This is an optimization exercise on Yosys and OpenROAD, whose aim is small area, a short achievable clock period and few clock cycles, not a production implementation. At most, simulation tests tie the RTL to the original design; equivalence was not proved. No driver is modelled on the clock port, so clock power and skew are understated where the tree is cut down; a real chip needs a root buffer or a tree. Power figures rest on the tool's default switching activity, not on a simulated workload.

// lcd_ctrl
module lcd_ctrl(clk, reset, datain, cmd, cmd_valid, dataout, output_valid, busy);
Size: ~560 cells after synthesis, ~24 I/O pins.
Settings: LEC_CHECK=0, ABC_CLOCK_PERIOD_IN_PS=1000, CAP_MARGIN=20, CORE_MARGIN=2, CORE_UTILIZATION=40, SETUP_SLACK_MARGIN=3.5, SLEW_MARGIN=20; clock period 5.5 ns.
standard.sh (not shown) runs the stock make flow with config.mk's settings and CLKGATE_MAP_FILE= SYNTH_SCRIPT=/design/flow/synth_recipe.tcl, a recipe that flattens the netlist after the stock synthesis.
==> flow/flow/run.sh <==
#!/bin/bash
set -euo pipefail
export CTS_ARGS="-sink_clustering_enable -repair_clock_nets -dont_use_dummy_load -buf_list sky130_fd_sc_hd__clkbuf_16 -sink_clustering_size 30 -sink_clustering_max_diameter 200 -sink_buffer_max_cap_derate 0.12"
export BUFFER_PORTS_ARGS="-buffer_cell sky130_fd_sc_hd__buf_2"
export POST_CTS_TCL="$(pwd)/flow/post_cts.tcl"
bash standard.sh > standard.log 2>&1
==> flow/flow/post_cts.tcl <==
set block [ord::get_db_block]
set clknet [[$block findBTerm clk] getNet]
set roots {}
foreach it [$clknet getITerms] { lappend roots [$it getInst] }
if {[llength $roots] == 1} {
  set root [lindex $roots 0]
  set onet [[$root findITerm X] getNet]
  set loads {}
  foreach it [$onet getITerms] {
    if {[$it getInst] != $root} { lappend loads $it }
  }
  if {[llength $loads] <= 4} {
    puts "post_cts: removing clock root buffer [$root getName], [llength $loads] loads move to the clock port"
    foreach it $loads { $it disconnect; $it connect $clknet }
    odb::dbInst_destroy $root
    odb::dbNet_destroy $onet
    estimate_parasitics -placement
    repair_timing_helper
    detailed_placement
    check_placement -verbose
  }
}
The first run ran to the end with no violations.
Change:
ABC_CLOCK_PERIOD_IN_PS = 2000   (was 1000)
Clock skew stays the same.
Die area stays the same.
Via count is unchanged.
Design area is unchanged.
Cell count does not change.
Utilization does not change.
Routed wire length does not change.
Setup slack stays the same.
No run of this note included a check of the RTL's function; only the layout flow was run.

---

== v51 ==
lcd_ctrl, a different RTL version from the one above (not shown whole).
For scale: about 560 cells after synthesis, roughly 24 I/O pins, roughly 8400 µm² of cells after synthesis.
==> flow/config.mk <==
export PLATFORM = sky130hd
export DESIGN_NAME = lcd_ctrl
export DESIGN_NICKNAME = lcd_ctrl
export VERILOG_FILES = /design/flow/design.v
export SDC_FILE = /design/flow/constraint.sdc
export NUM_CORES = 4
export LEC_CHECK = 0
export ABC_CLOCK_PERIOD_IN_PS = 2000
export CAP_MARGIN = 20
export CORE_MARGIN = 2
export CORE_UTILIZATION = 40
export PLACE_DENSITY = 0.75
export SETUP_SLACK_MARGIN = 3.5
export SLEW_MARGIN = 20
==> flow/constraint.sdc <==
create_clock -name core_clock -period 5.5 [get_ports {clk}]
set_input_delay 1.1000 -clock core_clock [delete_from_list [all_inputs] [get_ports {clk}]]
set_output_delay 1.1000 -clock core_clock [all_outputs]
set_load 0.01 [all_outputs]
==> flow/flow/run.sh <==
#!/bin/bash
set -euo pipefail
export CTS_ARGS="-sink_clustering_enable -repair_clock_nets -dont_use_dummy_load -buf_list sky130_fd_sc_hd__clkbuf_16 -sink_clustering_size 26 -sink_clustering_max_diameter 200 -sink_buffer_max_cap_derate 0.12"
export BUFFER_PORTS_ARGS="-buffer_cell sky130_fd_sc_hd__buf_2"
export POST_CTS_TCL="$(pwd)/flow/post_cts.tcl"
bash standard.sh > standard.log 2>&1
Scripts as last shown in full above: flow/flow/post_cts.tcl
v51 | stages: all done | timing, DRC, antenna: all pass
Testbench counts of v51, summed over its fixed seeds: cycles 12,034.
Edits applied to the flow inputs when going from v51 to v45:
==> flow/flow/run.sh <==
#!/bin/bash
set -euo pipefail
export CTS_ARGS="-sink_clustering_enable -repair_clock_nets -dont_use_dummy_load -buf_list sky130_fd_sc_hd__clkbuf_16 -sink_clustering_size 30 -sink_clustering_max_diameter 200 -sink_buffer_max_cap_derate 0.12"
export BUFFER_PORTS_ARGS="-buffer_cell sky130_fd_sc_hd__buf_2"
export POST_CTS_TCL="$(pwd)/flow/post_cts.tcl"
bash standard.sh > standard.log 2>&1
--- a/flow/config.mk
+++ b/flow/config.mk
@@ -10,4 +10,3 @@
 export CORE_MARGIN = 2
-export CORE_UTILIZATION = 40
-export PLACE_DENSITY = 0.75
+export CORE_UTILIZATION = 55
 export SETUP_SLACK_MARGIN = 3.5
- Changes observed in v45 relative to v51: buffer count excluding the clock tree in the final layout moved down; final area decreased by about 1.6% relative to the old numbers; global placement routability congestion up 13%.
- v51 → v45: overall track demand over capacity in global routing shows an increase of 3.7 points; via count shows no meaningful change; final cell count shows a reduction of about 10%.
- Looking at launch point of the critical path, the cmd[0] result is from v51; the cmd[2] one comes from v45.
#### Input delta (v44 over v45)
==> flow/flow/run.sh <==
#!/bin/bash
set -euo pipefail
export CTS_ARGS="-sink_clustering_enable -repair_clock_nets -dont_use_dummy_load -buf_list sky130_fd_sc_hd__clkbuf_16 -sink_clustering_size 26 -sink_clustering_max_diameter 200 -sink_buffer_max_cap_derate 0.12"
export BUFFER_PORTS_ARGS="-buffer_cell sky130_fd_sc_hd__buf_2"
export POST_CTS_TCL="$(pwd)/flow/post_cts.tcl"
bash standard.sh > standard.log 2>&1
--- a/flow/config.mk
+++ b/flow/config.mk
@@ -10,3 +10,5 @@
 export CORE_MARGIN = 2
-export CORE_UTILIZATION = 55
+export CORE_UTILIZATION = 40
+export GPL_ROUTABILITY_DRIVEN = 0
+export GPL_TIMING_DRIVEN = 0
 export SETUP_SLACK_MARGIN = 3.5
Results
- v44 has completed all stages; timing, DRC and antenna checks passed.
- v44 vs. v45: post-route cell area up 3.0%; critical path depth increased 1; clock input transition at the sequential cells of the worst setup and hold paths saw a decrease; total routing resource utilization after global routing fell 2.7 points; global routing usage on met2 decreased by 3.4 points relative to the old numbers.
- Lower relative area change from synthesis to final layout was reported by v45, not v44.
- On setup slack of the critical path after layout, v45 beats v44.
- Comparing v45 against v44, there is no change at all in post-detailed-route DRC marker count.
Inputs modified between v44 and v18:
--- a/flow/flow/post_cts.tcl
+++ b/flow/flow/post_cts.tcl
@@ -16,2 +16,41 @@
     odb::dbNet_destroy $onet
+    set mids {}
+    foreach it [$clknet getITerms] { lappend mids [$it getInst] }
+    set n [llength $mids]
+    foreach mid $mids {
+      if {$n >= 4} break
+      set mnet [[$mid findITerm X] getNet]
+      set sinks {}
+      foreach it [$mnet getITerms] {
+        if {[$it getInst] != $mid} {
+          set bb [[$it getInst] getBBox]
+          lappend sinks [list [expr {[$bb xMin] + [$bb yMin] * 0}] $it]
+        }
+      }
+      if {[llength $sinks] < 4} continue
+      # order the loads by x, and give the half farther from the buffer to a copy
+      set sinks [lsort -integer -index 0 $sinks]
+      set half [expr {[llength $sinks] / 2}]
+      set lo [lrange $sinks 0 [expr {$half - 1}]]
+      set hi [lrange $sinks $half end]
+      set name "[$mid getName]_b"
+      set new [odb::dbInst_create $block [$mid getMaster] $name]
+      set nnet [odb::dbNet_create $block "${name}_net"]
+      $nnet setSigType CLOCK
+      # place the copy at the centre of its loads
+      set sx 0; set sy 0
+      foreach s $hi { set bb [[[lindex $s 1] getInst] getBBox]; incr sx [$bb xMin]; incr sy [$bb yMin] }
+      $new setLocation [expr {$sx / [llength $hi]}] [expr {$sy / [llength $hi]}]
+      $new setPlacementStatus PLACED
+      [$new findITerm A] connect $clknet
+      [$new findITerm X] connect $nnet
+      foreach s $hi { set it [lindex $s 1]; $it disconnect; $it connect $nnet }
+      # move the original to the centre of the loads it keeps
+      set sx 0; set sy 0
+      foreach s $lo { set bb [[[lindex $s 1] getInst] getBBox]; incr sx [$bb xMin]; incr sy [$bb yMin] }
+      $mid setLocation [expr {$sx / [llength $lo]}] [expr {$sy / [llength $lo]}]
+      incr n
+      puts "post_cts: split [$mid getName]: [llength $lo] + [llength $hi] loads"
+    }
+    detailed_placement
     estimate_parasitics -placement
--- a/flow/config.mk
+++ b/flow/config.mk
@@ -7,2 +7,3 @@
 export LEC_CHECK = 0
+export ABC_AREA = 1
 export ABC_CLOCK_PERIOD_IN_PS = 2000
@@ -11,4 +12,2 @@
 export CORE_UTILIZATION = 40
-export GPL_ROUTABILITY_DRIVEN = 0
-export GPL_TIMING_DRIVEN = 0
 export SETUP_SLACK_MARGIN = 3.5
Findings:
v18 was carried through to the last stage, and its layout satisfied the timing, DRC and antenna checks.
| worst endpoint required time | v18 vs v44 | 1.31 ns lower |
Highest clock rate grows by more than 10% when moving from v44 to v18.
Looking at combinational family with the most area after synthesis, the multiplexers result is from v44; the simple AND/OR/NAND/NOR gates one comes from v18.
v18 -> v44: number of sequential cells delta 0, exact match
Cell count after synthesis came out higher on v18 than on v44.
For v44, the startpoint-to-endpoint class of the critical path was input port to flip-flop, unlike v18, where it was flip-flop to primary output.
Relative to v18, the following input files were edited for v30:
==> flow/flow/run.sh <==
#!/bin/bash
set -euo pipefail
export CTS_ARGS="-sink_clustering_enable -repair_clock_nets -dont_use_dummy_load -buf_list sky130_fd_sc_hd__clkbuf_16 -sink_clustering_size 30 -sink_clustering_max_diameter 200 -sink_buffer_max_cap_derate 0.12"
export BUFFER_PORTS_ARGS="-buffer_cell sky130_fd_sc_hd__buf_2"
export POST_CTS_TCL="$(pwd)/flow/post_cts.tcl"
bash standard.sh > standard.log 2>&1
==> flow/flow/post_cts.tcl <==
set block [ord::get_db_block]
set clknet [[$block findBTerm clk] getNet]
set roots {}
foreach it [$clknet getITerms] { lappend roots [$it getInst] }
if {[llength $roots] == 1} {
  set root [lindex $roots 0]
  set onet [[$root findITerm X] getNet]
  set loads {}
  foreach it [$onet getITerms] {
    if {[$it getInst] != $root} { lappend loads $it }
  }
  if {[llength $loads] <= 4} {
    puts "post_cts: removing clock root buffer [$root getName], [llength $loads] loads move to the clock port"
    foreach it $loads { $it disconnect; $it connect $clknet }
    odb::dbInst_destroy $root
    odb::dbNet_destroy $onet
    estimate_parasitics -placement
    repair_timing_helper
    detailed_placement
    check_placement -verbose
  }
}
--- a/flow/config.mk
+++ b/flow/config.mk
@@ -7,3 +7,2 @@
 export LEC_CHECK = 0
-export ABC_AREA = 1
 export ABC_CLOCK_PERIOD_IN_PS = 2000
==> comparison <==
Compared with v18, in v30 share of the yosys chip area belonging to registers went up, overall routed net length went down, fraction of standard cell area in multi-input logic went up, number of well taps went down.
simple AND/OR/NAND/NOR gates as the largest family of logic cells by synthesized area was reported by v18, and multiplexers by v30.

---

The RTL this note starts from:
==> flow/design.v <==
module lcd_ctrl(clk, reset, datain, cmd, cmd_valid, dataout, output_valid, busy);
input           clk;
input           reset;
input   [7:0]   datain;
input   [2:0]   cmd;
input           cmd_valid;
output  reg [7:0] dataout;
output  reg     output_valid;
output  reg     busy;
reg  [7:0] p [0:35];     
reg        loading;      
reg  [1:0] wr, wc;       
reg  [3:0] pq;           
reg  [1:0] pm;
reg        qv;           
reg        rd;           
reg  [3:0] rcnt;         
reg  [3:0] rq;           
reg  [2:0] uc;           
integer i;
reg [7:0] g0, g1, g2, tap;
always @* begin
  case (rq[1:0])
    2'd0: begin g0 = p[0];  g1 = p[12]; g2 = p[24]; end
    2'd1: begin g0 = p[3];  g1 = p[15]; g2 = p[27]; end
    2'd2: begin g0 = p[6];  g1 = p[18]; g2 = p[30]; end
    default: begin g0 = p[9]; g1 = p[21]; g2 = p[33]; end
  endcase
  tap = rq[3] ? g2 : rq[2] ? g1 : g0;
end
wire       m0  = (pm == 2'd0);
wire       m2  = (pm == 2'd2);
wire [3:0] qm1 = (pq == 4'd0) ? 4'd11 : pq - 4'd1;
wire [3:0] qm2 = (pq <  4'd2) ? pq + 4'd10 : pq - 4'd2;
wire [3:0] qm3 = (pq <  4'd3) ? pq + 4'd9  : pq - 4'd3;
wire [3:0] qp1 = (pq == 4'd11) ? 4'd0 : pq + 4'd1;
wire [3:0] qp2 = (pq >= 4'd10) ? pq - 4'd10 : pq + 4'd2;
wire [1:0] pm_dec = m0 ? 2'd2 : pm - 2'd1;
wire [3:0] pq_dec = m0 ? qm1 : pq;
wire [1:0] pm_lf  = m2 ? 2'd0 : pm + 2'd1;
wire [3:0] pq_lf  = m2 ? pq : qm1;
wire [3:0] pq_up  = m0 ? qm3 : qm2;
wire [3:0] pq_dn  = m0 ? qp1 : qp2;
wire acc   = cmd_valid & ~busy;
wire s_ld  = acc & (cmd == 3'd1);
wire s_rt  = acc & (cmd == 3'd2) & (wc != 2'd3);
wire s_lf  = acc & (cmd == 3'd3) & (wc != 2'd0);
wire s_up  = acc & cmd[2] & ~cmd[0] & (wr != 2'd0);
wire s_dn  = acc & cmd[2] &  cmd[0] & (wr != 2'd3);
wire s_st  = ~(s_ld | s_rt | s_lf | s_up | s_dn);
wire [3:0] npq = ({4{s_ld}} & 4'd4) | ({4{s_rt}} & pq) | ({4{s_lf}} & pq_lf) |
                 ({4{s_up}} & pq_up) | ({4{s_dn}} & pq_dn) | ({4{s_st}} & pq_dec);
wire [1:0] npm = ({2{s_ld}} & 2'd2) | ({2{s_rt}} & pm) | ({2{s_lf}} & pm_lf) |
                 ({2{s_up | s_dn | s_st}} & pm_dec);
wire last    = (rcnt == 4'd8);
wire free    = ~rd | last;
wire start   = qv & free & (pm == 2'd1);
wire ldpulse = loading & (((pq == 4'd11) & ~m2) | ((pq == 4'd10) & m2) |
                          ((pq == 4'd9)  & ~m2) | ((pq == 4'd8)  & m2) |
                          ((pq == 4'd7)  & ~m2) | ((pq == 4'd6)  & m2));
wire ldend   = (pq == 4'd5) & m0;
wire       nload = ~reset & (s_ld | (loading & ~ldend));
wire       nqv   = ~reset & ((acc & ~(cmd == 3'd1)) | (qv & ~start));
wire [2:0] nuc   = reset ? 3'd0 :
                   start ? ((pq == 4'd9) ? 3'd5 : (pq == 4'd8 || pq == 4'd10) ? 3'd2 : 3'd0) :
                   (uc != 3'd0) ? uc - 3'd1 : 3'd0;
always @(posedge clk) begin
  for (i = 0; i < 35; i = i + 1)
    p[i] <= p[i+1];
  p[35] <= loading ? datain : p[0];
  dataout <= tap;
  loading <= nload;
  qv      <= nqv;
  uc      <= nuc;
  busy    <= nload | nqv | (nuc != 3'd0);
  output_valid <= ~reset & rd;
  pq <= npq;
  pm <= npm;
  if (s_ld) begin
    wr <= 2'd2; wc <= 2'd2;
  end else begin
    if (s_rt) wc <= wc + 2'd1;
    if (s_lf) wc <= wc - 2'd1;
    if (s_up) wr <= wr - 2'd1;
    if (s_dn) wr <= wr + 2'd1;
  end
  if (reset) begin
    rd <= 1'b0;
    rcnt <= 4'd8;
  end else if (start) begin
    rd <= 1'b1;
    rcnt <= 4'd0;
    rq <= pq;
  end else if (rd & ~last) begin
    rcnt <= rcnt + 4'd1;
    if (rcnt == 4'd2 || rcnt == 4'd5)
      rq <= (rq == 4'd11) ? 4'd0 : rq + 4'd1;
  end else begin
    rd <= ldpulse;
    if (ldpulse) rq <= 4'd11;
  end
end
endmodule
clock: 5.5 ns
lec_check: 0
abc_clock_period_in_ps: 2000
cap_margin: 20
core_margin: 2
core_utilization: 40
setup_slack_margin: 3.7
slew_margin: 20
run.sh (not shown) runs the stock make flow with config.mk's settings and CLKGATE_MAP_FILE= SYNTH_SCRIPT=/design/flow/synth_recipe.tcl, a recipe that flattens the netlist after the stock synthesis.
Stock flow here: none of the scripts above is used.
Testbench counts at the start, summed over its fixed seeds: cycles 12,106.
Change:
- ABC_CLOCK_PERIOD_IN_PS: 2000 -> 2500
- SETUP_SLACK_MARGIN: 3.7 -> 2.5
The new run went through all stages and came out clean.
Count of clock-buffer cells in the layout stays the same.
Wire length falls by 8.2%.
Cell area falls by about 6%.
Clock power rises by about 3%.
Worst hold slack improves by 14 ps.
Synthesized area stays the same.
Fmax falls by 25%.
Sequential share of layout area rises by 3.5 points.
Change:
- ABC_CLOCK_PERIOD_IN_PS: 2500 -> 2000
- SETUP_SLACK_MARGIN: 2.5 -> 3.3
=> Total power grows slightly; critical path depth is unchanged; area after synthesis does not change; worst setup slack improves by 650 ps.
Change:
- ABC_CLOCK_PERIOD_IN_PS: 2000 -> not set
- SETUP_SLACK_MARGIN: 3.3 -> 0.2
Outcome: The changed run completed with no timing, DRC or antenna violations; sequential cell count is unchanged; area after synthesis stays the same; final cell count fell by 0.39%; routed wire length is about the same; cell area stays flat.

re-timing with driven ports:
In the flow no input, the clock included, has a driving cell. The finished layouts below were timed again as built, in two steps. Step 1, drivers: a clkbuf_16 drives clk and a buf_2 each remaining input, both assumed. Step 2 times the ports against the registers' clock, not the clock port: input delays grow and output delays shrink by t, the midpoint of the rising clock arrivals with the driver on. Slacks: ideal ports / drivers / drivers and shift; pairs: ideal ports / drivers.
| run | t, ns | setup WS [ns] | hold WS [ns] | latest minus earliest clock arrival (ns) | slew at the worst register clock pin (ns) |
|---|---|---|---|---|---|
| the first run of note 1 | 0.392 | 3.405 / 3.412 / 3.020 | 0.299 / 0.299 / 0.299 | 0.030 / 0.030 | 0.12 / 0.12 |
| the second run of note 1 | 0.392 | 3.405 / 3.412 / 3.020 | 0.299 / 0.299 / 0.299 | 0.030 / 0.030 | 0.12 / 0.12 |
| v51 | 0.400 | 3.468 / 3.463 / 3.063 | 0.273 / 0.273 / 0.273 | 0.042 / 0.042 | 0.10 / 0.10 |
| v45 | 0.388 | 3.491 / 3.496 / 3.108 | 0.304 / 0.304 / 0.304 | 0.029 / 0.030 | 0.11 / 0.11 |
| v44 | 0.399 | 3.391 / 3.414 / 3.014 | 0.279 / 0.279 / 0.279 | 0.047 / 0.047 | 0.11 / 0.11 |
| v18 | 0.378 | 3.641 / 3.547 / 3.386 | 0.276 / 0.276 / 0.276 | 0.059 / 0.058 | 0.11 / 0.11 |
| v30 | 0.394 | 3.488 / 3.514 / 3.120 | 0.303 / 0.303 / 0.303 | 0.032 / 0.032 | 0.12 / 0.12 |
| the first run of note 3 | 0.598 | 3.407 / 3.357 / 3.061 | 0.307 / 0.307 / 0.307 | 0.032 / 0.032 | 0.07 / 0.07 |
| the second run of note 3 | 0.595 | 2.711 / 2.711 / 2.230 | 0.321 / 0.321 / 0.321 | 0.015 / 0.016 | 0.07 / 0.07 |
| the third run of note 3 | 0.595 | 3.364 / 3.338 / 2.785 | 0.320 / 0.320 / 0.320 | 0.017 / 0.017 | 0.07 / 0.07 |
| the fourth run of note 3 | 0.595 | 2.711 / 2.711 / 2.230 | 0.321 / 0.321 / 0.321 | 0.015 / 0.016 | 0.07 / 0.07 |
After both steps every run listed still meets setup and hold. For the third run of note 3, which loses most, drivers alone change the setup slack by -0.026 ns; drivers and shift together by -0.579 ns.
